This design comes from an exercise in tuning for small area and a short achievable clock period on the open sky130 flow, not from production work. No run shown here included a check of the RTL's function; only the layout flow was run.

==> flow/design.v, too long to show whole: its modules and the start of the top module <==
// module MAC: 1274 lines
// module FA: 6 lines
// module AOI21: 5 lines
// module OAI21: 5 lines
// module NAND2: 5 lines
// module NOR2: 5 lines
// module XOR2: 5 lines
// module XNOR2: 5 lines
// module INV: 5 lines
// module HA: 6 lines
module MAC(A,B,out,clk,reset);
  // ...
==> flow/flow/run.sh <==
#!/bin/bash
# The standard layout (standard.sh: standard synthesis and ORFS flow, SDC unchanged),
# with a hook after repair_design that sizes the port buffers and the operand inverters
# (hooks.tcl); knobs.sh holds the cell choices. make's output goes to make_flow.log, each
# ORFS step's log to orfs/logs/.
set -euo pipefail
HERE=$(cd "$(dirname "$0")" && pwd)
source "$HERE/knobs.sh"
export PORT_BUF_IN PORT_BUF_OUT OPND_INV DOWNSIZE HOOK_MARGIN
EXTRA=()
if [[ -n "${CTS_ARGS_K:-}" ]]; then EXTRA+=("CTS_ARGS=$CTS_ARGS_K"); fi
bash standard.sh BUFFER_PORTS_ARGS="-buffer_cell $PORT_BUF_IN" POST_RESIZE_TCL="$HERE/hooks.tcl" SETUP_SLACK_MARGIN=$MARGIN ${EXTRA[@]+"${EXTRA[@]}"} finish > make_flow.log 2>&1
==> flow/flow/hooks.tcl <==
# Sourced by ORFS after repair_design in the resize step (POST_RESIZE_TCL).
# Port buffers: inputs get $::env(PORT_BUF_IN), outputs $::env(PORT_BUF_OUT).
# Inverters fed by an input buffer (the operand inverters of the NOR partial
# products, each driving 16 gates) get $::env(OPND_INV).
set block [ord::get_db_block]
set n_in 0; set n_out 0; set n_inv 0
foreach bterm [$block getBTerms] {
  set net [$bterm getNet]
  if {$net eq "NULL"} continue
  set name [$bterm getName]
  if {$name eq "clk"} continue
  if {[$bterm getIoType] eq "INPUT"} {
    foreach it [$net getITerms] {
      set inst [$it getInst]
      set m [[$inst getMaster] getName]
      if {![string match "sky130_fd_sc_hd__*buf*" $m]} continue
      if {$m ne $::env(PORT_BUF_IN)} { replace_cell [get_cells [$inst getName]] [get_lib_cells $::env(PORT_BUF_IN)] }
      incr n_in
      foreach ot [$inst getITerms] {
        if {![$ot isOutputSignal]} continue
        set onet [$ot getNet]
        if {$onet eq "NULL"} continue
        foreach lt [$onet getITerms] {
          set li [$lt getInst]
          set lm [[$li getMaster] getName]
          if {[string match "sky130_fd_sc_hd__inv_*" $lm] && [$lt isInputSignal] && $::env(OPND_INV) ne ""} {
            replace_cell [get_cells [$li getName]] [get_lib_cells $::env(OPND_INV)]
            incr n_inv
          }
        }
      }
    }
  } else {
    foreach it [$net getITerms] {
      if {![$it isOutputSignal]} continue
      set inst [$it getInst]
      set m [[$inst getMaster] getName]
      if {![string match "sky130_fd_sc_hd__*buf*" $m]} continue
      if {$m ne $::env(PORT_BUF_OUT)} { replace_cell [get_cells [$inst getName]] [get_lib_cells $::env(PORT_BUF_OUT)] }
      incr n_out
    }
  }
}
puts "hooks: $n_in input buffers, $n_out output buffers, $n_inv operand inverters resized"

# Optional: every other cell to its drive-1 size (synthesis picks larger ones for speed),
# then repair_timing aiming at $::env(HOOK_MARGIN) ns of setup slack, so that only the
# cells on the paths that set the achieved period are sized up.
if {[info exists ::env(DOWNSIZE)] && $::env(DOWNSIZE)} {
  set n_down 0
  foreach inst [$block getInsts] {
    set m [[$inst getMaster] getName]
    if {[string match "*dfrtp*" $m] || [string match "*dfstp*" $m]} continue
    if {![regexp {^(sky130_fd_sc_hd__[a-z0-9]+)_([0-9]+)$} $m -> base sz]} continue
    if {$sz <= 1} continue
    set iname [$inst getName]
    if {[string match "input*" $iname] || [string match "output*" $iname]} continue
    if {[string match "sky130_fd_sc_hd__inv*" $m] && $::env(OPND_INV) eq $m} continue
    set lc [get_lib_cells -quiet ${base}_1]
    if {$lc eq ""} continue
    replace_cell [get_cells $iname] $lc
    incr n_down
  }
  puts "hooks: $n_down cells downsized"
}
if {[info exists ::env(HOOK_MARGIN)] && $::env(HOOK_MARGIN) > 0} {
  estimate_parasitics -placement
  puts "hooks: worst slack before [sta::worst_slack_cmd max]"
  repair_timing -setup -setup_margin $::env(HOOK_MARGIN) -match_cell_footprint -verbose
  puts "hooks: worst slack after [sta::worst_slack_cmd max]"
}
==> flow/flow/knobs.sh <==
PORT_BUF_IN=sky130_fd_sc_hd__buf_1
PORT_BUF_OUT=sky130_fd_sc_hd__buf_2
OPND_INV=sky130_fd_sc_hd__inv_4
MARGIN=0
DOWNSIZE=1
HOOK_MARGIN=0
CTS_ARGS_K="-sink_clustering_enable -repair_clock_nets -dont_use_dummy_load -buf_list sky130_fd_sc_hd__clkbuf_8"
==> flow/standard.sh <==
#!/bin/bash
# synth_recipe.tcl (not shown) runs the flow's synth.tcl, then flattens the netlist and writes it again
# the make line also repeats each setting of config.mk as NAME=value (left out here)
make -C /OpenROAD-flow-scripts/flow DESIGN_CONFIG=/design/flow/config.mk WORK_HOME=/design/flow/orfs CLKGATE_MAP_FILE= SYNTH_SCRIPT=/design/flow/synth_recipe.tcl "${@:-finish}"
==> flow/config.mk <==
export PLATFORM = sky130hd
export DESIGN_NAME = MAC
export DESIGN_NICKNAME = MAC
export VERILOG_FILES = /design/flow/design.v
export SDC_FILE = /design/flow/constraint.sdc
export NUM_CORES = 4
export LEC_CHECK = 0
export CAP_MARGIN = 20
export CORE_MARGIN = 2
export CORE_UTILIZATION = 60
export PLACE_DENSITY = 0.8
export SLEW_MARGIN = 20
export SYNTH_HIERARCHICAL = 1
==> flow/constraint.sdc <==
create_clock -name core_clock -period 18.0 [get_ports {clk}]
set_input_delay 3.6000 -clock core_clock [delete_from_list [all_inputs] [get_ports {clk}]]
set_output_delay 3.6000 -clock core_clock [all_outputs]
set_load 0.01 [all_outputs]
==> results.yml, run 1 <==
clocking:
  cts_buffers: 9
  cts_root_buffer: "clkbuf_8"
  clock_latency_ps: 350
  cts_tree: "done"
  ctsResizeCount: 0
  cts_sinks: 62
  htreeDepth: 3
drt:
  drc: 0
  drtIter0Drc: 563
  dr_wl_met2_um: 10500
synthesis:
  ys_warn_count: 7
  synth_edf_count: 0
  syn_area_per_cell_um2: 11.2
  synth_async_sr_flop_share_pct: 100
final_layout:
  finalNonFillerCells: 1068
  reg_top3: "x x36, y x25, cr x1"
  multi_input_area_share_pct: 73.0
  largest_reg_flops: 36
critical_path:
  cpLargestDelayFamily: "adder cells"
  endpoint_kind: "flop"
  worstPathCellList: "buf_1 -> inv_4 -> buf_1 -> nor2_1 -> fa_1 -> fa_1 -> fa_1 -> fa_1 -> fa_1 -> fa_1"
  cp-start-kind: "input pin"
  critPathCapture: "y[15]"
min_path:
  hold_start: "x[35]"
  hold_end: "x[35]"
timing:
  fmax_mhz: 138
  maxSlewHeadroom_pct: 31.4
global_route:
  grt_first_pass_wirelength_um: 35700
  grt_overflow_total: 0
floorplan:
  die-area_um2: 17300
  dieWidth_um: 132
place:
  placedCellCount: 1058
run_status:
  status: "timing/DRC/antenna clean"
==> run 2: changes to the inputs <==
--- a/flow/design.v
+++ b/flow/design.v
@@ -1,18 +1,16 @@
 module MAC(A,B,out,clk,reset);
   input [15:0] A,B;
   input clk,reset;
   output [35:0] out;
   reg [35:0] x;
   reg [35:0] y;
   wire [35:0] acc = out;
   wire [35:0] nx, ny;
-  reg cr;    
-  wire ncr;
   wire na0, nb0;
   INV uia0 (A[0], na0);
   INV uib0 (B[0], nb0);
   wire na1, nb1;
   INV uia1 (A[1], na1);
   INV uib1 (B[1], nb1);
   wire na2, nb2;
   INV uia2 (A[2], na2);
@@ -787,45 +785,30 @@
   wire s473, c474;
   FA us473 (s361, c414, s415, s473, c474);
   wire s475, c476;
   FA us475 (c362, s417, c416, s475, c476);
   wire s477, c478;
   FA us477 (c364, s419, c418, s477, c478);
   wire s479, c480;
   FA us479 (acc[30], pp_15_15, c420, s479, c480);
-  wire s481, c482;
-  HA us481 (acc[0], pp_0_0, s481, c482);
-  wire s483, c484;
-  FA us483 (pp_1_0, c482, s421, s483, c484);
-  wire s485, c486;
-  FA us485 (c422, c484, s423, s485, c486);
-  wire s487, c488;
-  FA us487 (c424, s425, c486, s487, c488);
-  wire s489, c490;
-  FA us489 (c426, s427, c488, s489, c490);
-  wire s491, c492;
-  FA us491 (c428, s429, c490, s491, c492);
-  wire s493, c494;
-  FA us493 (c430, s431, c492, s493, c494);
-  assign ncr = c494;
-  assign nx[0] = s481;
-  assign ny[0] = 1'b0;
-  assign nx[1] = s483;
-  assign ny[1] = 1'b0;
-  assign nx[2] = s485;
-  assign ny[2] = 1'b0;
-  assign nx[3] = s487;
-  assign ny[3] = 1'b0;
-  assign nx[4] = s489;
-  assign ny[4] = 1'b0;
-  assign nx[5] = s491;
-  assign ny[5] = 1'b0;
-  assign nx[6] = s493;
-  assign ny[6] = 1'b0;
+  assign nx[0] = acc[0];
+  assign ny[0] = pp_0_0;
+  assign nx[1] = pp_1_0;
+  assign ny[1] = s421;
+  assign nx[2] = c422;
+  assign ny[2] = s423;
+  assign nx[3] = c424;
+  assign ny[3] = s425;
+  assign nx[4] = c426;
+  assign ny[4] = s427;
+  assign nx[5] = c428;
+  assign ny[5] = s429;
+  assign nx[6] = c430;
+  assign ny[6] = s431;
   assign nx[7] = c432;
   assign ny[7] = s433;
   assign nx[8] = c434;
   assign ny[8] = s435;
   assign nx[9] = c436;
   assign ny[9] = s437;
   assign nx[10] = c438;
   assign ny[10] = s439;
@@ -878,411 +861,734 @@
   assign nx[34] = acc[34];
   assign ny[34] = 1'b0;
   assign nx[35] = acc[35];
   assign ny[35] = 1'b0;
   always @(posedge clk or posedge reset)
     if (reset) begin
       x <= 36'd0;
       y <= 36'd0;
-      cr <= 1'b0;
     end else begin
-      cr <= ncr;
       x <= nx;
       y <= ny;
     end
   wire ag1, ap2;
-  HA uap2 (x[7], y[7], ap2, ag1);
+  HA uap2 (x[0], y[0], ap2, ag1);
   wire ag3, ap4;
-  HA uap4 (x[8], y[8], ap4, ag3);
+  HA uap4 (x[1], y[1], ap4, ag3);
   wire ag5, ap6;
-  HA uap6 (x[9], y[9], ap6, ag5);
+  HA uap6 (x[2], y[2], ap6, ag5);
   wire ag7, ap8;
-  HA uap8 (x[10], y[10], ap8, ag7);
+  HA uap8 (x[3], y[3], ap8, ag7);
   wire ag9, ap10;
-  HA uap10 (x[11], y[11], ap10, ag9);
+  HA uap10 (x[4], y[4], ap10, ag9);
   wire ag11, ap12;
-  HA uap12 (x[12], y[12], ap12, ag11);
+  HA uap12 (x[5], y[5], ap12, ag11);
   wire ag13, ap14;
-  HA uap14 (x[13], y[13], ap14, ag13);
+  HA uap14 (x[6], y[6], ap14, ag13);
   wire ag15, ap16;
-  HA uap16 (x[14], y[14], ap16, ag15);
+  HA uap16 (x[7], y[7], ap16, ag15);
   wire ag17, ap18;
-  HA uap18 (x[15], y[15], ap18, ag17);
+  HA uap18 (x[8], y[8], ap18, ag17);
   wire ag19, ap20;
-  HA uap20 (x[16], y[16], ap20, ag19);
+  HA uap20 (x[9], y[9], ap20, ag19);
   wire ag21, ap22;
-  HA uap22 (x[17], y[17], ap22, ag21);
+  HA uap22 (x[10], y[10], ap22, ag21);
   wire ag23, ap24;
-  HA uap24 (x[18], y[18], ap24, ag23);
+  HA uap24 (x[11], y[11], ap24, ag23);
   wire ag25, ap26;
-  HA uap26 (x[19], y[19], ap26, ag25);
+  HA uap26 (x[12], y[12], ap26, ag25);
   wire ag27, ap28;
-  HA uap28 (x[20], y[20], ap28, ag27);
+  HA uap28 (x[13], y[13], ap28, ag27);
   wire ag29, ap30;
-  HA uap30 (x[21], y[21], ap30, ag29);
+  HA uap30 (x[14], y[14], ap30, ag29);
   wire ag31, ap32;
-  HA uap32 (x[22], y[22], ap32, ag31);
+  HA uap32 (x[15], y[15], ap32, ag31);
   wire ag33, ap34;
-  HA uap34 (x[23], y[23], ap34, ag33);
+  HA uap34 (x[16], y[16], ap34, ag33);
   wire ag35, ap36;
-  HA uap36 (x[24], y[24], ap36, ag35);
+  HA uap36 (x[17], y[17], ap36, ag35);
   wire ag37, ap38;
-  HA uap38 (x[25], y[25], ap38, ag37);
+  HA uap38 (x[18], y[18], ap38, ag37);
   wire ag39, ap40;
-  HA uap40 (x[26], y[26], ap40, ag39);
+  HA uap40 (x[19], y[19], ap40, ag39);
   wire ag41, ap42;
-  HA uap42 (x[27], y[27], ap42, ag41);
+  HA uap42 (x[20], y[20], ap42, ag41);
   wire ag43, ap44;
-  HA uap44 (x[28], y[28], ap44, ag43);
+  HA uap44 (x[21], y[21], ap44, ag43);
   wire ag45, ap46;
-  HA uap46 (x[29], y[29], ap46, ag45);
+  HA uap46 (x[22], y[22], ap46, ag45);
   wire ag47, ap48;
-  HA uap48 (x[30], y[30], ap48, ag47);
+  HA uap48 (x[23], y[23], ap48, ag47);
   wire ag49, ap50;
-  HA uap50 (x[31], y[31], ap50, ag49);
-  wire aG51;
-  AOI21 uaG51 (ap2, cr, ag1, aG51);
-  wire aG52;
-  AOI21 uaG52 (ap6, ag3, ag5, aG52);
-  wire at53;
-  NAND2 uat53 (ap6, ap4, at53);
-  wire aG54;
-  AOI21 uaG54 (ap10, ag7, ag9, aG54);
-  wire at55;
-  NAND2 uat55 (ap10, ap8, at55);
-  wire aG56;
-  AOI21 uaG56 (ap14, ag11, ag13, aG56);
-  wire at57;
-  NAND2 uat57 (ap14, ap12, at57);
-  wire aG58;
-  AOI21 uaG58 (ap18, ag15, ag17, aG58);
-  wire at59;
-  NAND2 uat59 (ap18, ap16, at59);
-  wire aG60;
-  AOI21 uaG60 (ap22, ag19, ag21, aG60);
-  wire at61;
-  NAND2 uat61 (ap22, ap20, at61);
-  wire aG62;
-  AOI21 uaG62 (ap26, ag23, ag25, aG62);
-  wire at63;
-  NAND2 uat63 (ap26, ap24, at63);
-  wire aG64;
-  AOI21 uaG64 (ap30, ag27, ag29, aG64);
-  wire at65;
-  NAND2 uat65 (ap30, ap28, at65);
+  HA uap50 (x[24], y[24], ap50, ag49);
+  wire ag51, ap52;
+  HA uap52 (x[25], y[25], ap52, ag51);
+  wire ag53, ap54;
+  HA uap54 (x[26], y[26], ap54, ag53);
+  wire ag55, ap56;
+  HA uap56 (x[27], y[27], ap56, ag55);
+  wire ag57, ap58;
+  HA uap58 (x[28], y[28], ap58, ag57);
+  wire ag59, ap60;
+  HA uap60 (x[29], y[29], ap60, ag59);
+  wire ag61, ap62;
+  HA uap62 (x[30], y[30], ap62, ag61);
+  wire ag63, ap64;
+  HA uap64 (x[31], y[31], ap64, ag63);
+  wire aG65;
+  AOI21 uaG65 (ap4, ag1, ag3, aG65);
   wire aG66;
-  AOI21 uaG66 (ap34, ag31, ag33, aG66);
+  AOI21 uaG66 (ap6, ag3, ag5, aG66);
   wire at67;
-  NAND2 uat67 (ap34, ap32, at67);
+  NAND2 uat67 (ap6, ap4, at67);
   wire aG68;
-  AOI21 uaG68 (ap38, ag35, ag37, aG68);
+  AOI21 uaG68 (ap8, ag5, ag7, aG68);
   wire at69;
-  NAND2 uat69 (ap38, ap36, at69);
+  NAND2 uat69 (ap8, ap6, at69);
   wire aG70;
-  AOI21 uaG70 (ap42, ag39, ag41, aG70);
+  AOI21 uaG70 (ap10, ag7, ag9, aG70);
   wire at71;
-  NAND2 uat71 (ap42, ap40, at71);
+  NAND2 uat71 (ap10, ap8, at71);
   wire aG72;
-  AOI21 uaG72 (ap46, ag43, ag45, aG72);
+  AOI21 uaG72 (ap12, ag9, ag11, aG72);
   wire at73;
-  NAND2 uat73 (ap46, ap44, at73);
+  NAND2 uat73 (ap12, ap10, at73);
   wire aG74;
-  AOI21 uaG74 (ap50, ag47, ag49, aG74);
+  AOI21 uaG74 (ap14, ag11, ag13, aG74);
   wire at75;
-  NAND2 uat75 (ap50, ap48, at75);
-  wire at76;
-  NAND2 uat76 (x[33], x[32], at76);
-  wire aG77;
-  OAI21 uaG77 (at53, aG51, aG52, aG77);
+  NAND2 uat75 (ap14, ap12, at75);
+  wire aG76;
+  AOI21 uaG76 (ap16, ag13, ag15, aG76);
+  wire at77;
+  NAND2 uat77 (ap16, ap14, at77);
   wire aG78;
-  OAI21 uaG78 (at55, aG52, aG54, aG78);
+  AOI21 uaG78 (ap18, ag15, ag17, aG78);
   wire at79;
-  NOR2 uat79 (at55, at53, at79);
+  NAND2 uat79 (ap18, ap16, at79);
   wire aG80;
-  OAI21 uaG80 (at57, aG54, aG56, aG80);
+  AOI21 uaG80 (ap20, ag17, ag19, aG80);
   wire at81;
-  NOR2 uat81 (at57, at55, at81);
+  NAND2 uat81 (ap20, ap18, at81);
   wire aG82;
-  OAI21 uaG82 (at59, aG56, aG58, aG82);
+  AOI21 uaG82 (ap22, ag19, ag21, aG82);
   wire at83;
-  NOR2 uat83 (at59, at57, at83);
+  NAND2 uat83 (ap22, ap20, at83);
   wire aG84;
-  OAI21 uaG84 (at61, aG58, aG60, aG84);
+  AOI21 uaG84 (ap24, ag21, ag23, aG84);
   wire at85;
-  NOR2 uat85 (at61, at59, at85);
+  NAND2 uat85 (ap24, ap22, at85);
   wire aG86;
-  OAI21 uaG86 (at63, aG60, aG62, aG86);
+  AOI21 uaG86 (ap26, ag23, ag25, aG86);
   wire at87;
-  NOR2 uat87 (at63, at61, at87);
+  NAND2 uat87 (ap26, ap24, at87);
   wire aG88;
-  OAI21 uaG88 (at65, aG62, aG64, aG88);
+  AOI21 uaG88 (ap28, ag25, ag27, aG88);
   wire at89;
-  NOR2 uat89 (at65, at63, at89);
+  NAND2 uat89 (ap28, ap26, at89);
   wire aG90;
-  OAI21 uaG90 (at67, aG64, aG66, aG90);
+  AOI21 uaG90 (ap30, ag27, ag29, aG90);
   wire at91;
-  NOR2 uat91 (at67, at65, at91);
+  NAND2 uat91 (ap30, ap28, at91);
   wire aG92;
-  OAI21 uaG92 (at69, aG66, aG68, aG92);
+  AOI21 uaG92 (ap32, ag29, ag31, aG92);
   wire at93;
-  NOR2 uat93 (at69, at67, at93);
+  NAND2 uat93 (ap32, ap30, at93);
   wire aG94;
-  OAI21 uaG94 (at71, aG68, aG70, aG94);
+  AOI21 uaG94 (ap34, ag31, ag33, aG94);
   wire at95;
-  NOR2 uat95 (at71, at69, at95);
+  NAND2 uat95 (ap34, ap32, at95);
   wire aG96;
-  OAI21 uaG96 (at73, aG70, aG72, aG96);
+  AOI21 uaG96 (ap36, ag33, ag35, aG96);
   wire at97;
-  NOR2 uat97 (at73, at71, at97);
+  NAND2 uat97 (ap36, ap34, at97);
   wire aG98;
-  OAI21 uaG98 (at75, aG72, aG74, aG98);
+  AOI21 uaG98 (ap38, ag35, ag37, aG98);
   wire at99;
-  NOR2 uat99 (at75, at73, at99);
-  wire at100;
-  NOR2 uat100 (at76, aG74, at100);
+  NAND2 uat99 (ap38, ap36, at99);
+  wire aG100;
+  AOI21 uaG100 (ap40, ag37, ag39, aG100);
   wire at101;
-  NOR2 uat101 (at76, at75, at101);
-  wire ai102;
-  INV uai102 (aG51, ai102);
-  wire aG103;
-  AOI21 uaG103 (at79, ai102, aG78, aG103);
+  NAND2 uat101 (ap40, ap38, at101);
+  wire aG102;
+  AOI21 uaG102 (ap42, ag39, ag41, aG102);
+  wire at103;
+  NAND2 uat103 (ap42, ap40, at103);
   wire aG104;
-  AOI21 uaG104 (at81, aG77, aG80, aG104);
-  wire aG105;
-  AOI21 uaG105 (at83, aG78, aG82, aG105);
-  wire at106;
-  NAND2 uat106 (at83, at79, at106);
-  wire aG107;
-  AOI21 uaG107 (at85, aG80, aG84, aG107);
-  wire at108;
-  NAND2 uat108 (at85, at81, at108);
-  wire aG109;
-  AOI21 uaG109 (at87, aG82, aG86, aG109);
-  wire at110;
-  NAND2 uat110 (at87, at83, at110);
-  wire aG111;
-  AOI21 uaG111 (at89, aG84, aG88, aG111);
-  wire at112;
-  NAND2 uat112 (at89, at85, at112);
-  wire aG113;
-  AOI21 uaG113 (at91, aG86, aG90, aG113);
-  wire at114;
-  NAND2 uat114 (at91, at87, at114);
-  wire aG115;
-  AOI21 uaG115 (at93, aG88, aG92, aG115);
-  wire at116;
-  NAND2 uat116 (at93, at89, at116);
-  wire aG117;
-  AOI21 uaG117 (at95, aG90, aG94, aG117);
-  wire at118;
-  NAND2 uat118 (at95, at91, at118);
-  wire aG119;
-  AOI21 uaG119 (at97, aG92, aG96, aG119);
-  wire at120;
-  NAND2 uat120 (at97, at93, at120);
-  wire aG121;
-  AOI21 uaG121 (at99, aG94, aG98, aG121);
-  wire at122;
-  NAND2 uat122 (at99, at95, at122);
-  wire aG123;
-  AOI21 uaG123 (at101, aG96, at100, aG123);
-  wire at124;
-  NAND2 uat124 (at101, at97, at124);
-  wire aG125;
-  OAI21 uaG125 (at106, aG51, aG105, aG125);
-  wire ai126;
-  INV uai126 (aG77, ai126);
-  wire aG127;
-  OAI21 uaG127 (at108, ai126, aG107, aG127);
-  wire aG128;
-  OAI21 uaG128 (at110, aG103, aG109, aG128);
-  wire aG129;
-  OAI21 uaG129 (at112, aG104, aG111, aG129);
-  wire aG130;
-  OAI21 uaG130 (at114, aG105, aG113, aG130);
-  wire at131;
-  NOR2 uat131 (at114, at106, at131);
+  AOI21 uaG104 (ap44, ag41, ag43, aG104);
+  wire at105;
+  NAND2 uat105 (ap44, ap42, at105);
+  wire aG106;
+  AOI21 uaG106 (ap46, ag43, ag45, aG106);
+  wire at107;
+  NAND2 uat107 (ap46, ap44, at107);
+  wire aG108;
+  AOI21 uaG108 (ap48, ag45, ag47, aG108);
+  wire at109;
+  NAND2 uat109 (ap48, ap46, at109);
+  wire aG110;
+  AOI21 uaG110 (ap50, ag47, ag49, aG110);
+  wire at111;
+  NAND2 uat111 (ap50, ap48, at111);
+  wire aG112;
+  AOI21 uaG112 (ap52, ag49, ag51, aG112);
+  wire at113;
+  NAND2 uat113 (ap52, ap50, at113);
+  wire aG114;
+  AOI21 uaG114 (ap54, ag51, ag53, aG114);
+  wire at115;
+  NAND2 uat115 (ap54, ap52, at115);
+  wire aG116;
+  AOI21 uaG116 (ap56, ag53, ag55, aG116);
+  wire at117;
+  NAND2 uat117 (ap56, ap54, at117);
+  wire aG118;
+  AOI21 uaG118 (ap58, ag55, ag57, aG118);
+  wire at119;
+  NAND2 uat119 (ap58, ap56, at119);
+  wire aG120;
+  AOI21 uaG120 (ap60, ag57, ag59, aG120);
+  wire at121;
+  NAND2 uat121 (ap60, ap58, at121);
+  wire aG122;
+  AOI21 uaG122 (ap62, ag59, ag61, aG122);
+  wire at123;
+  NAND2 uat123 (ap62, ap60, at123);
+  wire aG124;
+  AOI21 uaG124 (ap64, ag61, ag63, aG124);
+  wire at125;
+  NAND2 uat125 (ap64, ap62, at125);
+  wire at126;
+  NAND2 uat126 (x[32], ag63, at126);
+  wire at127;
+  NAND2 uat127 (x[32], ap64, at127);
+  wire at128;
+  NAND2 uat128 (x[33], x[32], at128);
+  wire at129;
+  NAND2 uat129 (x[34], x[33], at129);
+  wire ai130;
+  INV uai130 (ag1, ai130);
+  wire aG131;
+  OAI21 uaG131 (at67, ai130, aG66, aG131);
   wire aG132;
-  OAI21 uaG132 (at116, aG107, aG115, aG132);
-  wire at133;
-  NOR2 uat133 (at116, at108, at133);
-  wire aG134;
-  OAI21 uaG134 (at118, aG109, aG117, aG134);
-  wire at135;
-  NOR2 uat135 (at118, at110, at135);
-  wire aG136;
-  OAI21 uaG136 (at120, aG111, aG119, aG136);
-  wire at137;
-  NOR2 uat137 (at120, at112, at137);
-  wire aG138;
-  OAI21 uaG138 (at122, aG113, aG121, aG138);
-  wire at139;
-  NOR2 uat139 (at122, at114, at139);
-  wire aG140;
-  OAI21 uaG140 (at124, aG115, aG123, aG140);
-  wire at141;
-  NOR2 uat141 (at124, at116, at141);
-  wire aG142;
-  AOI21 uaG142 (at131, ai102, aG130, aG142);
+  OAI21 uaG132 (at69, aG65, aG68, aG132);
+  wire aG133;
+  OAI21 uaG133 (at71, aG66, aG70, aG133);
+  wire at134;
+  NOR2 uat134 (at71, at67, at134);
+  wire aG135;
+  OAI21 uaG135 (at73, aG68, aG72, aG135);
+  wire at136;
+  NOR2 uat136 (at73, at69, at136);
+  wire aG137;
+  OAI21 uaG137 (at75, aG70, aG74, aG137);
+  wire at138;
+  NOR2 uat138 (at75, at71, at138);
+  wire aG139;
+  OAI21 uaG139 (at77, aG72, aG76, aG139);
+  wire at140;
+  NOR2 uat140 (at77, at73, at140);
+  wire aG141;
+  OAI21 uaG141 (at79, aG74, aG78, aG141);
+  wire at142;
+  NOR2 uat142 (at79, at75, at142);
   wire aG143;
-  AOI21 uaG143 (at133, aG77, aG132, aG143);
-  wire ai144;
-  INV uai144 (aG103, ai144);
+  OAI21 uaG143 (at81, aG76, aG80, aG143);
+  wire at144;
+  NOR2 uat144 (at81, at77, at144);
   wire aG145;
-  AOI21 uaG145 (at135, ai144, aG134, aG145);
-  wire ai146;
-  INV uai146 (aG104, ai146);
+  OAI21 uaG145 (at83, aG78, aG82, aG145);
+  wire at146;
+  NOR2 uat146 (at83, at79, at146);
   wire aG147;
-  AOI21 uaG147 (at137, ai146, aG136, aG147);
-  wire aG148;
-  AOI21 uaG148 (at139, aG125, aG138, aG148);
+  OAI21 uaG147 (at85, aG80, aG84, aG147);
+  wire at148;
+  NOR2 uat148 (at85, at81, at148);
   wire aG149;
-  AOI21 uaG149 (at141, aG127, aG140, aG149);
-  wire aG150;
-  AOI21 uaG150 (ap4, ai102, ag3, aG150);
+  OAI21 uaG149 (at87, aG82, aG86, aG149);
+  wire at150;
+  NOR2 uat150 (at87, at83, at150);
   wire aG151;
-  AOI21 uaG151 (ap8, aG77, ag7, aG151);
-  wire aG152;
-  AOI21 uaG152 (ap12, ai144, ag11, aG152);
+  OAI21 uaG151 (at89, aG84, aG88, aG151);
+  wire at152;
+  NOR2 uat152 (at89, at85, at152);
   wire aG153;
-  AOI21 uaG153 (ap16, ai146, ag15, aG153);
-  wire aG154;
-  AOI21 uaG154 (ap20, aG125, ag19, aG154);
+  OAI21 uaG153 (at91, aG86, aG90, aG153);
+  wire at154;
+  NOR2 uat154 (at91, at87, at154);
   wire aG155;
-  AOI21 uaG155 (ap24, aG127, ag23, aG155);
-  wire aG156;
-  AOI21 uaG156 (ap28, aG128, ag27, aG156);
+  OAI21 uaG155 (at93, aG88, aG92, aG155);
+  wire at156;
+  NOR2 uat156 (at93, at89, at156);
   wire aG157;
-  AOI21 uaG157 (ap32, aG129, ag31, aG157);
-  wire ai158;
-  INV uai158 (aG142, ai158);
+  OAI21 uaG157 (at95, aG90, aG94, aG157);
+  wire at158;
+  NOR2 uat158 (at95, at91, at158);
   wire aG159;
-  AOI21 uaG159 (ap36, ai158, ag35, aG159);
-  wire ai160;
-  INV uai160 (aG143, ai160);
+  OAI21 uaG159 (at97, aG92, aG96, aG159);
+  wire at160;
+  NOR2 uat160 (at97, at93, at160);
   wire aG161;
-  AOI21 uaG161 (ap40, ai160, ag39, aG161);
-  wire ai162;
-  INV uai162 (aG145, ai162);
+  OAI21 uaG161 (at99, aG94, aG98, aG161);
+  wire at162;
+  NOR2 uat162 (at99, at95, at162);
   wire aG163;
-  AOI21 uaG163 (ap44, ai162, ag43, aG163);
-  wire ai164;
-  INV uai164 (aG147, ai164);
+  OAI21 uaG163 (at101, aG96, aG100, aG163);
+  wire at164;
+  NOR2 uat164 (at101, at97, at164);
   wire aG165;
-  AOI21 uaG165 (ap48, ai164, ag47, aG165);
-  wire ai166;
-  INV uai166 (aG148, ai166);
-  wire at167;
-  NAND2 uat167 (x[32], ai166, at167);
-  wire ai168;
-  INV uai168 (aG149, ai168);
-  wire at169;
-  NAND2 uat169 (x[34], ai168, at169);
-  assign out[0] = x[0];
-  assign out[1] = x[1];
-  assign out[2] = x[2];
-  assign out[3] = x[3];
-  assign out[4] = x[4];
-  assign out[5] = x[5];
-  assign out[6] = x[6];
-  wire ao170;
-  XOR2 uao170 (ap2, cr, ao170);
-  assign out[7] = ao170;
-  wire ao171;
-  XNOR2 uao171 (ap4, aG51, ao171);
-  assign out[8] = ao171;
-  wire ao172;
-  XNOR2 uao172 (ap6, aG150, ao172);
-  assign out[9] = ao172;
-  wire ao173;
-  XOR2 uao173 (ap8, aG77, ao173);
-  assign out[10] = ao173;
-  wire ao174;
-  XNOR2 uao174 (ap10, aG151, ao174);
-  assign out[11] = ao174;
-  wire ao175;
-  XNOR2 uao175 (ap12, aG103, ao175);
-  assign out[12] = ao175;
-  wire ao176;
-  XNOR2 uao176 (ap14, aG152, ao176);
-  assign out[13] = ao176;
-  wire ao177;
-  XNOR2 uao177 (ap16, aG104, ao177);
-  assign out[14] = ao177;
-  wire ao178;
-  XNOR2 uao178 (ap18, aG153, ao178);
-  assign out[15] = ao178;
-  wire ao179;
-  XOR2 uao179 (ap20, aG125, ao179);
-  assign out[16] = ao179;
-  wire ao180;
-  XNOR2 uao180 (ap22, aG154, ao180);
-  assign out[17] = ao180;
-  wire ao181;
-  XOR2 uao181 (ap24, aG127, ao181);
-  assign out[18] = ao181;
-  wire ao182;
-  XNOR2 uao182 (ap26, aG155, ao182);
-  assign out[19] = ao182;
-  wire ao183;
-  XOR2 uao183 (ap28, aG128, ao183);
-  assign out[20] = ao183;
-  wire ao184;
-  XNOR2 uao184 (ap30, aG156, ao184);
-  assign out[21] = ao184;
-  wire ao185;
-  XOR2 uao185 (ap32, aG129, ao185);
-  assign out[22] = ao185;
-  wire ao186;
-  XNOR2 uao186 (ap34, aG157, ao186);
-  assign out[23] = ao186;
-  wire ao187;
-  XNOR2 uao187 (ap36, aG142, ao187);
-  assign out[24] = ao187;
-  wire ao188;
-  XNOR2 uao188 (ap38, aG159, ao188);
-  assign out[25] = ao188;
-  wire ao189;
-  XNOR2 uao189 (ap40, aG143, ao189);
-  assign out[26] = ao189;
-  wire ao190;
-  XNOR2 uao190 (ap42, aG161, ao190);
-  assign out[27] = ao190;
-  wire ao191;
-  XNOR2 uao191 (ap44, aG145, ao191);
-  assign out[28] = ao191;
-  wire ao192;
-  XNOR2 uao192 (ap46, aG163, ao192);
-  assign out[29] = ao192;
-  wire ao193;
-  XNOR2 uao193 (ap48, aG147, ao193);
-  assign out[30] = ao193;
-  wire ao194;
-  XNOR2 uao194 (ap50, aG165, ao194);
-  assign out[31] = ao194;
-  wire ao195;
-  XNOR2 uao195 (x[32], aG148, ao195);
-  assign out[32] = ao195;
-  wire ao196;
-  XNOR2 uao196 (x[33], at167, ao196);
-  assign out[33] = ao196;
-  wire ao197;
-  XNOR2 uao197 (x[34], aG149, ao197);
-  assign out[34] = ao197;
-  wire ao198;
-  XNOR2 uao198 (x[35], at169, ao198);
-  assign out[35] = ao198;
+  OAI21 uaG165 (at103, aG98, aG102, aG165);
+  wire at166;
+  NOR2 uat166 (at103, at99, at166);
+  wire aG167;
+  OAI21 uaG167 (at105, aG100, aG104, aG167);
+  wire at168;
+  NOR2 uat168 (at105, at101, at168);
+  wire aG169;
+  OAI21 uaG169 (at107, aG102, aG106, aG169);
+  wire at170;
+  NOR2 uat170 (at107, at103, at170);
+  wire aG171;
+  OAI21 uaG171 (at109, aG104, aG108, aG171);
+  wire at172;
+  NOR2 uat172 (at109, at105, at172);
+  wire aG173;
+  OAI21 uaG173 (at111, aG106, aG110, aG173);
+  wire at174;
+  NOR2 uat174 (at111, at107, at174);
+  wire aG175;
+  OAI21 uaG175 (at113, aG108, aG112, aG175);
+  wire at176;
+  NOR2 uat176 (at113, at109, at176);
+  wire aG177;
+  OAI21 uaG177 (at115, aG110, aG114, aG177);
+  wire at178;
+  NOR2 uat178 (at115, at111, at178);
+  wire aG179;
+  OAI21 uaG179 (at117, aG112, aG116, aG179);
+  wire at180;
+  NOR2 uat180 (at117, at113, at180);
+  wire aG181;
+  OAI21 uaG181 (at119, aG114, aG118, aG181);
+  wire at182;
+  NOR2 uat182 (at119, at115, at182);
+  wire aG183;
+  OAI21 uaG183 (at121, aG116, aG120, aG183);
+  wire at184;
+  NOR2 uat184 (at121, at117, at184);
+  wire aG185;
+  OAI21 uaG185 (at123, aG118, aG122, aG185);
+  wire at186;
+  NOR2 uat186 (at123, at119, at186);
+  wire aG187;
+  OAI21 uaG187 (at125, aG120, aG124, aG187);
+  wire at188;
+  NOR2 uat188 (at125, at121, at188);
+  wire aG189;
+  OAI21 uaG189 (at127, aG122, at126, aG189);
+  wire at190;
+  NOR2 uat190 (at127, at123, at190);
+  wire at191;
+  NOR2 uat191 (at128, aG124, at191);
+  wire at192;
+  NOR2 uat192 (at128, at125, at192);
+  wire at193;
+  NOR2 uat193 (at129, at126, at193);
+  wire at194;
+  NOR2 uat194 (at129, at127, at194);
+  wire aG195;
+  AOI21 uaG195 (at134, ag1, aG133, aG195);
+  wire ai196;
+  INV uai196 (aG65, ai196);
+  wire aG197;
+  AOI21 uaG197 (at136, ai196, aG135, aG197);
+  wire aG198;
+  AOI21 uaG198 (at138, aG131, aG137, aG198);
+  wire aG199;
+  AOI21 uaG199 (at140, aG132, aG139, aG199);
+  wire aG200;
+  AOI21 uaG200 (at142, aG133, aG141, aG200);
+  wire at201;
+  NAND2 uat201 (at142, at134, at201);
+  wire aG202;
+  AOI21 uaG202 (at144, aG135, aG143, aG202);
+  wire at203;
+  NAND2 uat203 (at144, at136, at203);
+  wire aG204;
+  AOI21 uaG204 (at146, aG137, aG145, aG204);
+  wire at205;
+  NAND2 uat205 (at146, at138, at205);
+  wire aG206;
+  AOI21 uaG206 (at148, aG139, aG147, aG206);
+  wire at207;
+  NAND2 uat207 (at148, at140, at207);
+  wire aG208;
+  AOI21 uaG208 (at150, aG141, aG149, aG208);
+  wire at209;
+  NAND2 uat209 (at150, at142, at209);
+  wire aG210;
+  AOI21 uaG210 (at152, aG143, aG151, aG210);
+  wire at211;
+  NAND2 uat211 (at152, at144, at211);
+  wire aG212;
+  AOI21 uaG212 (at154, aG145, aG153, aG212);
+  wire at213;
+  NAND2 uat213 (at154, at146, at213);
+  wire aG214;
+  AOI21 uaG214 (at156, aG147, aG155, aG214);
+  wire at215;
+  NAND2 uat215 (at156, at148, at215);
+  wire aG216;
+  AOI21 uaG216 (at158, aG149, aG157, aG216);
+  wire at217;
+  NAND2 uat217 (at158, at150, at217);
+  wire aG218;
+  AOI21 uaG218 (at160, aG151, aG159, aG218);
+  wire at219;
+  NAND2 uat219 (at160, at152, at219);
+  wire aG220;
+  AOI21 uaG220 (at162, aG153, aG161, aG220);
+  wire at221;
+  NAND2 uat221 (at162, at154, at221);
+  wire aG222;
+  AOI21 uaG222 (at164, aG155, aG163, aG222);
+  wire at223;
+  NAND2 uat223 (at164, at156, at223);
+  wire aG224;
+  AOI21 uaG224 (at166, aG157, aG165, aG224);
+  wire at225;
+  NAND2 uat225 (at166, at158, at225);
+  wire aG226;
+  AOI21 uaG226 (at168, aG159, aG167, aG226);
+  wire at227;
+  NAND2 uat227 (at168, at160, at227);
+  wire aG228;
+  AOI21 uaG228 (at170, aG161, aG169, aG228);
+  wire at229;
+  NAND2 uat229 (at170, at162, at229);
+  wire aG230;
+  AOI21 uaG230 (at172, aG163, aG171, aG230);
+  wire at231;
+  NAND2 uat231 (at172, at164, at231);
+  wire aG232;
+  AOI21 uaG232 (at174, aG165, aG173, aG232);
+  wire at233;
+  NAND2 uat233 (at174, at166, at233);
+  wire aG234;
+  AOI21 uaG234 (at176, aG167, aG175, aG234);
+  wire at235;
+  NAND2 uat235 (at176, at168, at235);
+  wire aG236;
+  AOI21 uaG236 (at178, aG169, aG177, aG236);
+  wire at237;
+  NAND2 uat237 (at178, at170, at237);
+  wire aG238;
+  AOI21 uaG238 (at180, aG171, aG179, aG238);
+  wire at239;
+  NAND2 uat239 (at180, at172, at239);
+  wire aG240;
+  AOI21 uaG240 (at182, aG173, aG181, aG240);
+  wire at241;
+  NAND2 uat241 (at182, at174, at241);
+  wire aG242;
+  AOI21 uaG242 (at184, aG175, aG183, aG242);
+  wire at243;
+  NAND2 uat243 (at184, at176, at243);
+  wire aG244;
+  AOI21 uaG244 (at186, aG177, aG185, aG244);
+  wire at245;
+  NAND2 uat245 (at186, at178, at245);
+  wire aG246;
+  AOI21 uaG246 (at188, aG179, aG187, aG246);
+  wire at247;
+  NAND2 uat247 (at188, at180, at247);
+  wire aG248;
+  AOI21 uaG248 (at190, aG181, aG189, aG248);
+  wire at249;
+  NAND2 uat249 (at190, at182, at249);
+  wire aG250;
+  AOI21 uaG250 (at192, aG183, at191, aG250);
+  wire at251;
+  NAND2 uat251 (at192, at184, at251);
+  wire aG252;
+  AOI21 uaG252 (at194, aG185, at193, aG252);
+  wire at253;
+  NAND2 uat253 (at194, at186, at253);
+  wire aG254;
+  OAI21 uaG254 (at201, ai130, aG200, aG254);
+  wire aG255;
+  OAI21 uaG255 (at203, aG65, aG202, aG255);
+  wire ai256;
+  INV uai256 (aG131, ai256);
+  wire aG257;
+  OAI21 uaG257 (at205, ai256, aG204, aG257);
+  wire ai258;
+  INV uai258 (aG132, ai258);
+  wire aG259;
+  OAI21 uaG259 (at207, ai258, aG206, aG259);
+  wire aG260;
+  OAI21 uaG260 (at209, aG195, aG208, aG260);
+  wire aG261;
+  OAI21 uaG261 (at211, aG197, aG210, aG261);
+  wire aG262;
+  OAI21 uaG262 (at213, aG198, aG212, aG262);
+  wire aG263;
+  OAI21 uaG263 (at215, aG199, aG214, aG263);
+  wire aG264;
+  OAI21 uaG264 (at217, aG200, aG216, aG264);
+  wire at265;
+  NOR2 uat265 (at217, at201, at265);
+  wire aG266;
+  OAI21 uaG266 (at219, aG202, aG218, aG266);
+  wire at267;
+  NOR2 uat267 (at219, at203, at267);
+  wire aG268;
+  OAI21 uaG268 (at221, aG204, aG220, aG268);
+  wire at269;
+  NOR2 uat269 (at221, at205, at269);
+  wire aG270;
+  OAI21 uaG270 (at223, aG206, aG222, aG270);
+  wire at271;
+  NOR2 uat271 (at223, at207, at271);
+  wire aG272;
+  OAI21 uaG272 (at225, aG208, aG224, aG272);
+  wire at273;
+  NOR2 uat273 (at225, at209, at273);
+  wire aG274;
+  OAI21 uaG274 (at227, aG210, aG226, aG274);
+  wire at275;
+  NOR2 uat275 (at227, at211, at275);
+  wire aG276;
+  OAI21 uaG276 (at229, aG212, aG228, aG276);
+  wire at277;
+  NOR2 uat277 (at229, at213, at277);
+  wire aG278;
+  OAI21 uaG278 (at231, aG214, aG230, aG278);
+  wire at279;
+  NOR2 uat279 (at231, at215, at279);
+  wire aG280;
+  OAI21 uaG280 (at233, aG216, aG232, aG280);
+  wire at281;
+  NOR2 uat281 (at233, at217, at281);
+  wire aG282;
+  OAI21 uaG282 (at235, aG218, aG234, aG282);
+  wire at283;
+  NOR2 uat283 (at235, at219, at283);
+  wire aG284;
+  OAI21 uaG284 (at237, aG220, aG236, aG284);
+  wire at285;
+  NOR2 uat285 (at237, at221, at285);
+  wire aG286;
+  OAI21 uaG286 (at239, aG222, aG238, aG286);
+  wire at287;
+  NOR2 uat287 (at239, at223, at287);
+  wire aG288;
+  OAI21 uaG288 (at241, aG224, aG240, aG288);
+  wire at289;
+  NOR2 uat289 (at241, at225, at289);
+  wire aG290;
+  OAI21 uaG290 (at243, aG226, aG242, aG290);
+  wire at291;
+  NOR2 uat291 (at243, at227, at291);
+  wire aG292;
+  OAI21 uaG292 (at245, aG228, aG244, aG292);
+  wire at293;
+  NOR2 uat293 (at245, at229, at293);
+  wire aG294;
+  OAI21 uaG294 (at247, aG230, aG246, aG294);
+  wire at295;
+  NOR2 uat295 (at247, at231, at295);
+  wire aG296;
+  OAI21 uaG296 (at249, aG232, aG248, aG296);
+  wire at297;
+  NOR2 uat297 (at249, at233, at297);
+  wire aG298;
+  OAI21 uaG298 (at251, aG234, aG250, aG298);
+  wire at299;
+  NOR2 uat299 (at251, at235, at299);
+  wire aG300;
+  OAI21 uaG300 (at253, aG236, aG252, aG300);
+  wire at301;
+  NOR2 uat301 (at253, at237, at301);
+  wire aG302;
+  AOI21 uaG302 (at265, ag1, aG264, aG302);
+  wire aG303;
+  AOI21 uaG303 (at267, ai196, aG266, aG303);
+  wire aG304;
+  AOI21 uaG304 (at269, aG131, aG268, aG304);
+  wire aG305;
+  AOI21 uaG305 (at271, aG132, aG270, aG305);
+  wire ai306;
+  INV uai306 (aG195, ai306);
+  wire aG307;
+  AOI21 uaG307 (at273, ai306, aG272, aG307);
+  wire ai308;
+  INV uai308 (aG197, ai308);
+  wire aG309;
+  AOI21 uaG309 (at275, ai308, aG274, aG309);
+  wire ai310;
+  INV uai310 (aG198, ai310);
+  wire aG311;
+  AOI21 uaG311 (at277, ai310, aG276, aG311);
+  wire ai312;
+  INV uai312 (aG199, ai312);
+  wire aG313;
+  AOI21 uaG313 (at279, ai312, aG278, aG313);
+  wire aG314;
+  AOI21 uaG314 (at281, aG254, aG280, aG314);
+  wire aG315;
+  AOI21 uaG315 (at283, aG255, aG282, aG315);
+  wire aG316;
+  AOI21 uaG316 (at285, aG257, aG284, aG316);
+  wire aG317;
+  AOI21 uaG317 (at287, aG259, aG286, aG317);
+  wire aG318;
+  AOI21 uaG318 (at289, aG260, aG288, aG318);
+  wire aG319;
+  AOI21 uaG319 (at291, aG261, aG290, aG319);
+  wire aG320;
+  AOI21 uaG320 (at293, aG262, aG292, aG320);
+  wire aG321;
+  AOI21 uaG321 (at295, aG263, aG294, aG321);
+  wire aG322;
+  AOI21 uaG322 (at297, aG264, aG296, aG322);
+  wire at323;
+  NAND2 uat323 (at297, at265, at323);
+  wire aG324;
+  AOI21 uaG324 (at299, aG266, aG298, aG324);
+  wire at325;
+  NAND2 uat325 (at299, at267, at325);
+  wire aG326;
+  AOI21 uaG326 (at301, aG268, aG300, aG326);
+  wire at327;
+  NAND2 uat327 (at301, at269, at327);
+  wire aG328;
+  OAI21 uaG328 (at323, ai130, aG322, aG328);
+  wire aG329;
+  OAI21 uaG329 (at325, aG65, aG324, aG329);
+  wire aG330;
+  OAI21 uaG330 (at327, ai256, aG326, aG330);
+  assign out[0] = ap2;
+  wire ao331;
+  XOR2 uao331 (ap4, ag1, ao331);
+  assign out[1] = ao331;
+  wire ao332;
+  XNOR2 uao332 (ap6, aG65, ao332);
+  assign out[2] = ao332;
+  wire ao333;
+  XOR2 uao333 (ap8, aG131, ao333);
+  assign out[3] = ao333;
+  wire ao334;
+  XOR2 uao334 (ap10, aG132, ao334);
+  assign out[4] = ao334;
+  wire ao335;
+  XNOR2 uao335 (ap12, aG195, ao335);
+  assign out[5] = ao335;
+  wire ao336;
+  XNOR2 uao336 (ap14, aG197, ao336);
+  assign out[6] = ao336;
+  wire ao337;
+  XNOR2 uao337 (ap16, aG198, ao337);
+  assign out[7] = ao337;
+  wire ao338;
+  XNOR2 uao338 (ap18, aG199, ao338);
+  assign out[8] = ao338;
+  wire ao339;
+  XOR2 uao339 (ap20, aG254, ao339);
+  assign out[9] = ao339;
+  wire ao340;
+  XOR2 uao340 (ap22, aG255, ao340);
+  assign out[10] = ao340;
+  wire ao341;
+  XOR2 uao341 (ap24, aG257, ao341);
+  assign out[11] = ao341;
+  wire ao342;
+  XOR2 uao342 (ap26, aG259, ao342);
+  assign out[12] = ao342;
+  wire ao343;
+  XOR2 uao343 (ap28, aG260, ao343);
+  assign out[13] = ao343;
+  wire ao344;
+  XOR2 uao344 (ap30, aG261, ao344);
+  assign out[14] = ao344;
+  wire ao345;
+  XOR2 uao345 (ap32, aG262, ao345);
+  assign out[15] = ao345;
+  wire ao346;
+  XOR2 uao346 (ap34, aG263, ao346);
+  assign out[16] = ao346;
+  wire ao347;
+  XNOR2 uao347 (ap36, aG302, ao347);
+  assign out[17] = ao347;
+  wire ao348;
+  XNOR2 uao348 (ap38, aG303, ao348);
+  assign out[18] = ao348;
+  wire ao349;
+  XNOR2 uao349 (ap40, aG304, ao349);
+  assign out[19] = ao349;
+  wire ao350;
+  XNOR2 uao350 (ap42, aG305, ao350);
+  assign out[20] = ao350;
+  wire ao351;
+  XNOR2 uao351 (ap44, aG307, ao351);
+  assign out[21] = ao351;
+  wire ao352;
+  XNOR2 uao352 (ap46, aG309, ao352);
+  assign out[22] = ao352;
+  wire ao353;
+  XNOR2 uao353 (ap48, aG311, ao353);
+  assign out[23] = ao353;
+  wire ao354;
+  XNOR2 uao354 (ap50, aG313, ao354);
+  assign out[24] = ao354;
+  wire ao355;
+  XNOR2 uao355 (ap52, aG314, ao355);
+  assign out[25] = ao355;
+  wire ao356;
+  XNOR2 uao356 (ap54, aG315, ao356);
+  assign out[26] = ao356;
+  wire ao357;
+  XNOR2 uao357 (ap56, aG316, ao357);
+  assign out[27] = ao357;
+  wire ao358;
+  XNOR2 uao358 (ap58, aG317, ao358);
+  assign out[28] = ao358;
+  wire ao359;
+  XNOR2 uao359 (ap60, aG318, ao359);
+  assign out[29] = ao359;
+  wire ao360;
+  XNOR2 uao360 (ap62, aG319, ao360);
+  assign out[30] = ao360;
+  wire ao361;
+  XNOR2 uao361 (ap64, aG320, ao361);
+  assign out[31] = ao361;
+  wire ao362;
+  XNOR2 uao362 (x[32], aG321, ao362);
+  assign out[32] = ao362;
+  wire ao363;
+  XOR2 uao363 (x[33], aG328, ao363);
+  assign out[33] = ao363;
+  wire ao364;
+  XOR2 uao364 (x[34], aG329, ao364);
+  assign out[34] = ao364;
+  wire ao365;
+  XOR2 uao365 (x[35], aG330, ao365);
+  assign out[35] = ao365;
 endmodule
 module FA(a, b, c, s, co);
   input a, b, c;
   output s, co;
   assign s = a ^ b ^ c;
   assign co = (a & b) | (a & c) | (b & c);
 endmodule
+module INV(a, y);
+  input a;
+  output y;
+  assign y = ~a;
+endmodule
 module AOI21(a1, a2, b1, y);
   input a1, a2, b1;
   output y;
   assign y = ~((a1 & a2) | b1);
 endmodule
 module OAI21(a1, a2, b1, y);
   input a1, a2, b1;
   output y;
@@ -1303,19 +1609,14 @@
   output y;
   assign y = a ^ b;
 endmodule
 module XNOR2(a, b, y);
   input a, b;
   output y;
   assign y = ~(a ^ b);
 endmodule
-module INV(a, y);
-  input a;
-  output y;
-  assign y = ~a;
-endmodule
 module HA(a, b, s, co);
   input a, b;
   output s, co;
   assign s = a ^ b;
   assign co = a & b;
 endmodule
==> flow/flow/run.sh (replaced) <==
#!/bin/bash
# The standard layout (standard.sh: standard synthesis and ORFS flow, SDC unchanged),
# with a hook after repair_design that sizes the port buffers and the operand inverters
# (hooks.tcl); knobs.sh holds the cell choices. make's output goes to make_flow.log, each
# ORFS step's log to orfs/logs/.
set -euo pipefail
HERE=$(cd "$(dirname "$0")" && pwd)
source "$HERE/knobs.sh"
export PORT_BUF_IN PORT_BUF_OUT OPND_INV
bash standard.sh BUFFER_PORTS_ARGS="-buffer_cell $PORT_BUF_IN" POST_RESIZE_TCL="$HERE/hooks.tcl" SETUP_SLACK_MARGIN=$MARGIN finish > make_flow.log 2>&1
--- a/flow/flow/hooks.tcl
+++ b/flow/flow/hooks.tcl
@@ -37,35 +37,8 @@
       set m [[$inst getMaster] getName]
       if {![string match "sky130_fd_sc_hd__*buf*" $m]} continue
       if {$m ne $::env(PORT_BUF_OUT)} { replace_cell [get_cells [$inst getName]] [get_lib_cells $::env(PORT_BUF_OUT)] }
       incr n_out
     }
   }
 }
 puts "hooks: $n_in input buffers, $n_out output buffers, $n_inv operand inverters resized"
-
-# Optional: every other cell to its drive-1 size (synthesis picks larger ones for speed),
-# then repair_timing aiming at $::env(HOOK_MARGIN) ns of setup slack, so that only the
-# cells on the paths that set the achieved period are sized up.
-if {[info exists ::env(DOWNSIZE)] && $::env(DOWNSIZE)} {
-  set n_down 0
-  foreach inst [$block getInsts] {
-    set m [[$inst getMaster] getName]
-    if {[string match "*dfrtp*" $m] || [string match "*dfstp*" $m]} continue
-    if {![regexp {^(sky130_fd_sc_hd__[a-z0-9]+)_([0-9]+)$} $m -> base sz]} continue
-    if {$sz <= 1} continue
-    set iname [$inst getName]
-    if {[string match "input*" $iname] || [string match "output*" $iname]} continue
-    if {[string match "sky130_fd_sc_hd__inv*" $m] && $::env(OPND_INV) eq $m} continue
-    set lc [get_lib_cells -quiet ${base}_1]
-    if {$lc eq ""} continue
-    replace_cell [get_cells $iname] $lc
-    incr n_down
-  }
-  puts "hooks: $n_down cells downsized"
-}
-if {[info exists ::env(HOOK_MARGIN)] && $::env(HOOK_MARGIN) > 0} {
-  estimate_parasitics -placement
-  puts "hooks: worst slack before [sta::worst_slack_cmd max]"
-  repair_timing -setup -setup_margin $::env(HOOK_MARGIN) -match_cell_footprint -verbose
-  puts "hooks: worst slack after [sta::worst_slack_cmd max]"
-}
==> flow/flow/knobs.sh (replaced) <==
PORT_BUF_IN=sky130_fd_sc_hd__buf_1
PORT_BUF_OUT=sky130_fd_sc_hd__buf_2
OPND_INV=sky130_fd_sc_hd__inv_4
MARGIN=0
==> flow/config.mk (replaced) <==
export PLATFORM = sky130hd
export DESIGN_NAME = MAC
export DESIGN_NICKNAME = MAC
export VERILOG_FILES = /design/flow/design.v
export SDC_FILE = /design/flow/constraint.sdc
export NUM_CORES = 4
export LEC_CHECK = 0
export CAP_MARGIN = 20
export CORE_MARGIN = 2
export CORE_UTILIZATION = 40
export SLEW_MARGIN = 20
export SYNTH_HIERARCHICAL = 1
==> run 2 against run 1 <==
Against the previous run: worst hold slack improved by 2.2 ps; largest cell class unchanged; highest routed layer unchanged; die area increased by 61%; global-route usage decreased by 5.6 points; sequential share of layout area decreased by 0.94 points; count of clock-buffer cells in the layout unchanged; final area increased by 16%; critical endpoint is now out[16]; register-to-register slack got worse by 110 ps; wire length increased by 29%; still clean on timing, DRC and antenna; flip-flop and latch count increased by 6.
==> results.yml, run 2 <==
synthesis:
  ys_ff_latch: 68
  synth_area_leaders: "fa_1, dfrtp_1, nor2_1, a21oi_2, buf_6"
  yosysTopAreaCell: "fa_1"
  netlist_area_um2: 10700
  synth_edf_count: 0
  ys_warn_count: 7
  synth_commonest_cells: "nor2_1, fa_1, a21oi_2"
  synth_async_sr_flop_share_pct: 100
  syn_nets: 1336
  syn_inst: 1030
  yosys_most_used_dff: "dfrtp_1"
  seq_area_frac_synth_pct: 16.0
  synth.most_common_cell: "nor2_1"
  netlist.area_leader.share_pct: 42.1
  synth_cell_type_count: 14
  syn_area_per_cell_um2: 10.3
clocking:
  clkSlewWorstSetupHoldPaths_ps: 60
  ctsResizeCount: 0
  clock_path_buffers: 2
  cts_root_buffer: "clkbuf_16"
  cts_sinks: 68
  clock_latency_ps: 350
  htreeDepth: 3
  post_cts_buffers: 0
  cts_tree: "done"
  ctsHoldBuffers: 0
  cts_buffers: 9
floorplan:
  rows: 59
  io_pins: 70
  start_util_pct: 40.8
  die-area_um2: 28000
  dieWidth_um: 167
  die_h_um: 167
  coreArea_um2: 26100
critical_path:
  endpoint_kind: "primary output"
  cp-start-kind: "flop"
  worstPathCellList: "ha_1 -> a21oi_2 -> o21ai_1 -> a21oi_2 -> o21ai_1 -> xor2_1 -> buf_2"
  slowest_delay_ps: 560
  crit_fanout: 5
  required_ps: 14400
  critPathKind: "reg -> out"
  slowest_stage: "xor2_1"
  cp.arrival_ps: 3040
final_layout:
  largest_reg_flops: 36
  layout-drive-gt1-share_pct: 18.2
  reg_top3: "x x36, y x32"
  top_register: "x"
  area.growth.synth_to_final_pct: 2.14
  insertedDiodeCount: 0
  final_cell_mix: "nor2_1, fa_1, a21oi_2, dfrtp_1, nand2_1"
  layout_commonest_cell: "nor2_1"
  nets: 1317
timing:
  setup_ws_ps: 11360
  period_share_pct: 36.9
  report.final.slew_viol_count: 0
  setup_viol: 0
  maxSlewHeadroom_pct: 41.0
  rsz0062_at_grt: "no"
  hold_violations: 0
  finalCriticalPeriod_ps: 6640
  setup_tns_ps: 0
  tightest_slew_ps: 885
  skew_ps: 10.4
  fmax_mhz: 151
drt:
  final_antenna_net_count: 0
  wl_met3_um: 2090
  routed.top_layer: "met4"
  wl_um: 28500
  dr_wl_met2_um: 13800
  drtIter0Drc: 435
  wl_met1_um: 12100
  drtPass1Iterations: 22
  viasPerCell: 5.42
  drc: 0
  avgRoutedWirePerCell_um: 21.1
  route.vias.total: 7313
global_route:
  grt_pass1_vias: 8090
  antenna_found_initial: 0
  grt_max_degree: 69
  grt_overflow_total: 0
  grt_first_pass_wirelength_um: 45600
  grt_use_total_pct: 21.3
min_path:
  worstHoldPathType: "reg -> reg"
place:
  dp_hpwl_um: 22800
  pre_cts_slack_ps: 11040
  gp_congestion: 0.897
  portBuffers: 69
run_status:
  status: "timing/DRC/antenna clean"
job:
  cap_violations: 0
==> run 2: cell count changes in the layout (fill, tap and decap cells not counted), sizes merged, moves of 2 or more <==
| cell | delta |
|---|---|
| nor2 | +33 |
| xor2 | +8 |
| nand2 | +39 |
| o21ai | +39 |
| ha | +6 |
| bufinv | +4 |
| fa | -6 |
| a21oi | +38 |
| dfrtp | +6 |
| xnor2 | -2 |
==> run 2: layout make-up <==
class	count	area, um2
Fill cell	2593	15300
Multi-Input combinational cell	821	7850
Sequential cell	68	1700
Tap cell	335	419
Timing Repair Buffer	70	312
Inverter	41	236
Clock buffer	9	225
Clock inverter	6	136
==> run 2: worst paths after layout <==
check,startpoint,to,slack (ps),depth (start not counted)
worst min register to register,x[35],x[35],460,1
max in group asynchronous,reset,y[13],13890,3
min in group asynchronous,reset,x[35],3520,3
worst max-delay path,y[1],out[16],11360,7
worst min-delay path,x[35],x[35],460,1
worst max register to register,y[1],y[17],12600,12
==> run 2: through the flow <==
| step | hold slack, ps | cells | util (%) | area (um2) |
|---|---|---|---|---|
| 2_1_floorplan | 432 | 1030 | - | 10700 |
| 3_3_place_gp | 448 | 1335 | 39.8 | 10400 |
| 3_5_place_dp | 443 | 1335 | 40.3 | 10500 |
| 4_1_cts | 461 | 1350 | 41.6 | 10900 |
| 5_1_grt | 490 | 1350 | 41.6 | 10900 |
| 6_report | 459 | 1350 | 41.6 | 10900 |
==> run 2: critical path, delay by kind of cell, from the launching register on <==
family                     cells  cell delay [ps]
AOI/OAI and AO/OA              4             1170
xor gates and xnor gates       1              560
adders and majority gates      1              340
buffers and inverters          1              240
DFF                            1              370
==> run 2: routing by layer <==
| layer | vias up | global-route usage [%] |
|---|---|---|
| met5 | - | 0 |
| met4 | 0 | 4.42 |
| met3 | 35 | 3.45 |
| met2 | 335 | 35.6 |
| met1 | 3822 | 29.6 |
| li1 | 3121 | - |
==> run 2: per-module statistics from Yosys, one instance, submodules excluded, a selection <==
| module | cell area, um2 | cells | times used | flip-flops and latches |
|---|---|---|---|---|
| HA | 12.5 | 1 | 48 | 0 |
| FA | 20.0 | 1 | 224 | 0 |
| NAND2 | 3.75 | 1 | 64 | 0 |
| NOR2 | 3.75 | 1 | 52 | 0 |
| XNOR2 | 8.76 | 1 | 21 | 0 |
| AOI21 | 8.76 | 1 | 81 | 0 |
| XOR2 | 8.76 | 1 | 14 | 0 |
==> run 2: logic make-up after synthesis <==
family,share of synthesized area [%]
xor gates and xnor gates,2.88
AOI/OAI and AO/OA,9.53
and+or+nand+nor,13.6
DFF,16.0
buffers and inverters,10.3
adders and majority gates,47.7

port drivers added, routing unchanged:
In the flow no input, the clock included, has a driving cell. The finished layouts below were timed again as built, in two steps.
Step 1: set_driving_cell puts a clkbuf_16 on clk and a buf_2 on each other input, an assumption about the parent block.
Step 2 also shifts input and output timing later by t, the mid clock arrival at the registers, as if the neighbouring blocks saw the same clock.
a / b / c = ideal / step 1 / step 2; a / b = the first two.
run | t (ns) | setup slack, ns | worst register clock-pin slew, ns | pins driven straight from the clock port
run 1 | 0.374 | 10.736 / 10.748 / 10.374 | 0.07 / 0.07 | 1
run 2 | 0.385 | 11.360 / 11.315 / 11.011 | 0.06 / 0.06 | 1
After both steps setup and hold are still met in every run listed. The setup slack of run 1, which loses most, moves by +0.012 ns with the drivers and by -0.362 ns with both steps.
